Context: an optimization exercise on an open-source flow, tuned for a short achievable clock period and few clock cycles. The choices shown serve that exercise and are no tape-out recipe. Power is estimated from default activity; no workload was simulated.

// mips8_cpu
module mips8_cpu(clk, rst, prog_len, imem_addr, imem_rdata, dmem_addr, dmem_rdata,
                 wb_en, wb_addr, wb_data, done, result);
   input clk;
   input rst;
   input [7:0] prog_len;
   output [7:0] imem_addr;
   input [31:0] imem_rdata;
   output [7:0] dmem_addr;
   input [7:0] dmem_rdata;
   output wb_en;
   output [4:0] wb_addr;
   output [7:0] wb_data;
   output done;
   output [7:0] result;
   localparam NB = 8;
   localparam SP = 1;    
   integer i, ia, ib;
   reg [7:0] len_r;
   always @(posedge clk) len_r <= prog_len;
   reg [7:0] rf [1:31];
   reg [7:0] A;
   reg       halted;
   reg       jrchk;
   reg       hitS, seqS;
   reg [NB-1:0] idxF;
   reg [7:0] btF;
   reg [7:0] pcD;
   reg       vD;
   reg       predD;    
   reg [NB-1:0] idxD;
   reg       vE;
   reg [7:0] opA, opB, pcE, pc1E, tgtE;
   reg       pc1_geE;
   reg       tk_eqE, tk_neE;
   reg       sltE, jrE, brE, lwE, wenE;
   reg [4:0] destE;
   reg       predE;    
   reg       btbE;     
   reg [NB-1:0] idxE;
   reg       mV, mLoad;
   reg [4:0] mDest;
   reg [7:0] mRes;
   reg [7:0] dA;
   reg       wV, wLoad;
   reg [4:0] wDest;
   reg [7:0] wRes;
   reg       oV;
   reg [4:0] oDest;
   reg [7:0] oData;
   reg       done_r;
   reg       bv [0:NB-1];
   reg [7:0] btag [0:NB-1];    
   reg [7:0] btgt [0:NB-1];
   reg [2:0] brr;
   reg       uAlloc, uInval;
   reg [7:0] uPc, uTgt;
   reg [NB-1:0] uIdx;
   wire [7:0] sum = opA + opB;
   wire       lt  = $signed(opA) < $signed(opB);
   wire [7:0] resE = sltE ? {7'b0, lt} : sum;
   wire       eq  = (opA == opB);
   wire       tgt_geE = (tgtE >= len_r);
   wire       takenE = eq ? tk_eqE : tk_neE;
   wire       haltE  = vE & ~jrE & (takenE ? tgt_geE : pc1_geE);
  ...
clock: 5.0 ns
lec_check: 0
abc_clock_period_in_ps: 2000
cap_margin: 20
core_margin: 2
core_utilization: 40
place_density: 0.6
setup_slack_margin: 3
slew_margin: 20
run.sh (not shown) runs the stock make flow with config.mk's settings and CLKGATE_MAP_FILE= SYNTH_SCRIPT=/design/flow/synth_recipe.tcl, a recipe that flattens the netlist after the stock synthesis.
Then changed:
--- a/flow/design.v
+++ b/flow/design.v
@@ -43,16 +43,17 @@
    reg [7:0] dA;
    reg       wV, wLoad;
    reg [4:0] wDest;
    reg [7:0] wRes;
    reg       oV;
    reg [4:0] oDest;
    reg [7:0] oData;
    reg       done_r;
+   reg [7:0] res_r;    
    reg       bv [0:NB-1];
    reg [7:0] btag [0:NB-1];    
    reg [7:0] btgt [0:NB-1];
    reg [2:0] brr;
    reg       uAlloc, uInval;
    reg [7:0] uPc, uTgt;
    reg [NB-1:0] uIdx;
    wire [7:0] sum = opA + opB;
@@ -81,16 +82,18 @@
    wire [7:0] immD = ins[7:0];
    wire [4:0] destD = (adduD | sltD) ? ins[15:11] : (jalD ? 5'd31 : rtD);
    wire wenD = (adduD | sltD | jalD | lwD | addiuD) & (destD != 5'd0);
    wire useRsD = adduD | sltD | jrD | beqD | bneD | lwD | addiuD;
    wire useRtD = adduD | sltD | beqD | bneD;
    wire [7:0] pc1D = pcD + 8'd1;
    wire [7:0] tgtD = jalD ? immD : (pcD + immD);
    wire [7:0] wdata = wLoad ? dmem_rdata : wRes;
+   wire skipM = mV & ~mLoad & ~wV;
+   wire skipE = vE & wenE & ~lwE & ~mV & ~wV;
    function [7:0] rdrf;
       input [4:0] r;
       integer k;
       begin
          rdrf = 8'd0;
          for (k = 1; k < 32; k = k + 1)
             rdrf = rdrf | ((r == k) ? rf[k] : 8'd0);
       end
@@ -157,18 +160,18 @@
       idxE <= idxD;
       mLoad <= lwE;
       mDest <= destE;
       mRes <= resE;
       dA <= sum;
       wLoad <= mLoad;
       wDest <= mDest;
       wRes <= mRes;
-      oDest <= wDest;
-      oData <= wdata;
+      oDest <= wV ? wDest : (mV ? mDest : destE);
+      oData <= wV ? wdata : (mV ? mRes : resE);
       uPc <= pcE;
       uTgt <= tgtE;
       uIdx <= idxE;
       if (uAlloc) begin
          btag[brr] <= uPc - 8'd1;
          btgt[brr] <= uTgt;
       end
       if (rst) begin
@@ -182,26 +185,28 @@
          oV <= 1'b0;
          done_r <= 1'b0;
          brr <= 3'd0;
          uAlloc <= 1'b0;
          uInval <= 1'b0;
          A <= 8'd0;
          for (i = 0; i < NB; i = i + 1) bv[i] <= 1'b0;
          for (i = 1; i < 32; i = i + 1) rf[i] <= 8'd0;
+         res_r <= 8'd0;
       end else begin
          halted <= halted | haltE | haltF;
          jrchk <= vE & jrE & (opA >= len_r);
          seqS <= ~redirE & ~stallD & ~spD & ~hitF;
          vD <= ~halted & ~haltE & ~haltF & ~redirE & ~stallD & ~spD;
          vE <= vD & ~stallD & ~redirE;
-         mV <= vE & wenE;
-         wV <= mV;
-         oV <= wV;
+         mV <= vE & wenE & ~skipE;
+         wV <= mV & ~skipM;
+         oV <= wV | skipM | skipE;
          if (oV) rf[oDest] <= oData;
+         res_r <= (oV & (oDest == 5'd2)) ? oData : rf[2];
          done_r <= (halted | haltE | haltF) & ~(vE & wenE) & ~mV & ~wV;
          uAlloc <= vE & brE & takenE & ~btbE;
          uInval <= vE & brE & ~takenE & btbE;
          if (uAlloc) begin
             bv[brr] <= 1'b1;
             brr <= brr + 3'd1;
          end else if (uInval) begin
             for (i = 0; i < NB; i = i + 1)
@@ -210,10 +215,10 @@
       end
    end
    assign imem_addr = A;
    assign dmem_addr = dA;
    assign wb_en = oV;
    assign wb_addr = oDest;
    assign wb_data = oData;
    assign done = done_r;
-   assign result = rf[2];
+   assign result = res_r;
 endmodule
=>
- power grows by 8.8%
- setup slack got worse by 0.11 ns
- combinational power grows by 21%
- flip-flop and latch count grows by 8
- design area grows by 3.3%
- critical path depth grows by 2
- clock power grows by 15%
- synthesized cell count grows by 2.5%
- worst hold slack hardly moves
- via count grows by 2.6%
No functional check of the RTL was part of any run of this note.

* * *

mips8_cpu, a different RTL version from the one above (not shown whole).
Size: about 2800 cells after synthesis, ~850 flip-flops, roughly 89 I/O pins, ~38000 um^2 of cells after synthesis.
Settings: LEC_CHECK=0, CAP_MARGIN=20, CORE_MARGIN=2, CORE_UTILIZATION=40, PLACE_DENSITY=0.6, SETUP_SLACK_MARGIN=3, SLEW_MARGIN=20; clock period 5.0 ns.
Then changed:
--- a/flow/design.v
+++ b/flow/design.v
@@ -60,28 +60,25 @@
    reg [7:0] oData;
    reg       done_r;
    reg [4:0] wbA;    
    reg [7:0] wbD;
    reg [7:0] res_r;    
    reg       bv [0:NB-1];
    reg [7:0] btag [0:NB-1];
    reg [7:0] btgt [0:NB-1];
    reg [2:0] brr;
    reg       uAlloc, uInval;
    reg [7:0] uPc, uTgt;
    reg [NB-1:0] uIdx;
-   wire [4:0] sLo  = {1'b0, opA[3:0]} + {1'b0, opB[3:0]};
-   wire [3:0] sHi0 = opA[7:4] + opB[7:4];
-   wire [3:0] sHi1 = opA[7:4] + opB[7:4] + 4'd1;
-   wire [7:0] sum = {sLo[4] ? sHi1 : sHi0, sLo[3:0]};
+   wire [7:0] sum = opA + opB;
    wire       lt  = $signed(opA) < $signed(opB);
    wire [7:0] resE = {sum[7:1] & {7{~sltE}}, sltE ? lt : sum[0]};
    wire       eq  = (opA == opB);
    wire       redirE = vE & (eq ? redir_eqE : redir_neE);
    wire       haltE  = vE & (eq ? halt_eqE : halt_neE);
    wire       takenE = eq ? tk_eqE : tk_neE;
    wire [7:0] wdata = wLoad ? dmem_rdata : wRes;
    wire skipM = mV & ~mLoad & ~wV;
    wire skipE = vE & wenE & ~lwE & ~mV & ~wV;
    function [7:0] rdrf;
       input [7:0] oh;
       input [63:0] c;
@@ -108,28 +105,34 @@
          end
       end
    endfunction
    function [63:0] snoop;
       input [1:0] g;
       input [63:0] c;
       integer k;
       begin
          for (k = 0; k < 8; k = k + 1)
             snoop[8*k +: 8] = (oV & (oDest == {g, k[2:0]})) ? oData : c[8*k +: 8];
       end
    endfunction
-   wire [7:0] rsv = ({8{sEs}} & resE) | ({8{sMs}} & mRes) | ({8{sWs}} & wdata)
-                  | ({8{sOs}} & oData) | ({8{sRs}} & rdrf(rsloD, csD));
-   wire [7:0] rtv = ({8{sEt}} & resE) | ({8{sMt}} & mRes) | ({8{sWt}} & wdata)
-                  | ({8{sOt}} & oData) | ({8{sRt}} & rdrf(rtloD, ctD));
+   wire [7:0] preA = jalD ? pc1D
+                   : (({8{sMs}} & mRes) | ({8{sWs}} & wdata)
+                    | ({8{sOs}} & oData) | ({8{sRs}} & rdrf(rsloD, csD)));
+   wire [7:0] preB = (addiuD | lwD) ? immD : (jalD ? 8'd0
+                   : (({8{sMt}} & mRes) | ({8{sWt}} & wdata)
+                    | ({8{sOt}} & oData) | ({8{sRt}} & rdrf(rtloD, ctD))));
+   wire       gA = sEs & ~jalD;
+   wire       gB = sEt & ~(addiuD | lwD | jalD);
+   wire [7:0] nextA = {sum[7:1] & {7{gA & ~sltE}}, gA & (sltE ? lt : sum[0])} | preA;
+   wire [7:0] nextB = {sum[7:1] & {7{gB & ~sltE}}, gB & (sltE ? lt : sum[0])} | preB;
    wire stallD = vD & (hzE | hzM);
    wire replayD = stallD & vI;
    wire tgt_geD = (tgtD >= len_r);
    wire tk_eqD = jalD | beqD;
    wire tk_neD = jalD | bneD;
    wire redir_eqD = jrD | (tk_eqD ? (~predD | tgt_geD) : (predD | pc1_geD));
    wire redir_neD = jrD | (tk_neD ? (~predD | tgt_geD) : (predD | pc1_geD));
    wire halt_eqD = ~jrD & (tk_eqD ? tgt_geD : pc1_geD);
    wire halt_neD = ~jrD & (tk_neD ? tgt_geD : pc1_geD);
    wire       zE = (opA == nimmE);
    wire       erD = vD & ~stallD & (beqD | bneD) & rtZD & sEs & immE;
    wire       rdZ = erD & (beqD != predD);
@@ -265,26 +268,26 @@
          hzE <= hzEI;
          hzM <= hzMI;
       end else begin
          sEs <= 1'b0; sMs <= sEs & ~skipE; sWs <= sMs & ~skipM;
          sOs <= (sEs & skipE) | (sMs & skipM) | sWs; sRs <= sRs | sOs;
          sEt <= 1'b0; sMt <= sEt & ~skipE; sWt <= sMt & ~skipM;
          sOt <= (sEt & skipE) | (sMt & skipM) | sWt; sRt <= sRt | sOt;
          hzE <= 1'b0;
          hzM <= hzE;
          csD <= snoop(rsD[4:3], csD);
          ctD <= snoop(rtD[4:3], ctD);
       end
-      opA <= jalD ? pc1D : rsv;
-      opB <= (addiuD | lwD) ? immD : (jalD ? 8'd0 : rtv);
+      opA <= nextA;
+      opB <= nextB;
       pcE <= pcD;
       tgtE <= tgtD;
       next_eqE <= tk_eqD ? tgtD : pc1D;
       next_neE <= tk_neD ? tgtD : pc1D;
       redir_eqE <= erD ? halt_eqD : redir_eqD;
       redir_neE <= erD ? halt_neD : redir_neD;
       halt_eqE <= halt_eqD;
       halt_neE <= halt_neD;
       tk_eqE <= tk_eqD;
       tk_neE <= tk_neD;
       sltE <= sltD;
       immE <= addiuD | jalD;
- area after synthesis is about the same
- design area goes down by 0.31%
- clock power goes up by about 8%
- first-iteration DRC count goes down by 5.9%
- clock-buffer cell count goes up by 20
- via count goes up by about 0.5%
- core utilization goes down by 0.16 points
- setup slack is worse by 0.070 ns
- total power goes up by 2.9%
No run of this note included a check of the RTL's function; only the layout flow was run.

separate check: timing with driven ports:
No port has a modelled driver above. Below, the same layouts with a new extraction and two added sets of constraints. Step 1 assumes that a clkbuf_16 drives the clock port and a buf_2 every other input. Step 2, shift: input delay + t, output delay - t, t = (earliest + latest rising clock arrival at the registers) / 2. This alone moves slack from input paths to output paths. a / b / c = no drivers / after step 1 / after step 2; a / b = the first two.
| run | shift t [ns] | slack for setup (ns) | worst hold slack (ns) | slew at the worst register clock pin (ns) | pins driven straight from the clock port |
|---|---|---|---|---|---|
| the first run of note 1 | 0.718 | 2.326 / 2.276 / 1.558 | 0.323 / 0.323 / 0.323 | 0.08 / 0.08 | 1 |
| the second run of note 1 | 0.689 | 2.213 / 2.213 / 1.616 | 0.322 / 0.322 / 0.322 | 0.06 / 0.06 | 1 |
| the first run of note 2 | 0.724 | 2.689 / 2.689 / 2.214 | 0.320 / 0.320 / 0.320 | 0.06 / 0.06 | 1 |
| the second run of note 2 | 0.742 | 2.619 / 2.619 / 2.185 | 0.322 / 0.322 / 0.322 | 0.07 / 0.07 | 1 |
After both steps every run listed still meets setup and hold. The setup slack of the first run of note 1, which loses most, moves by -0.050 ns with the drivers and by -0.768 ns with both steps.
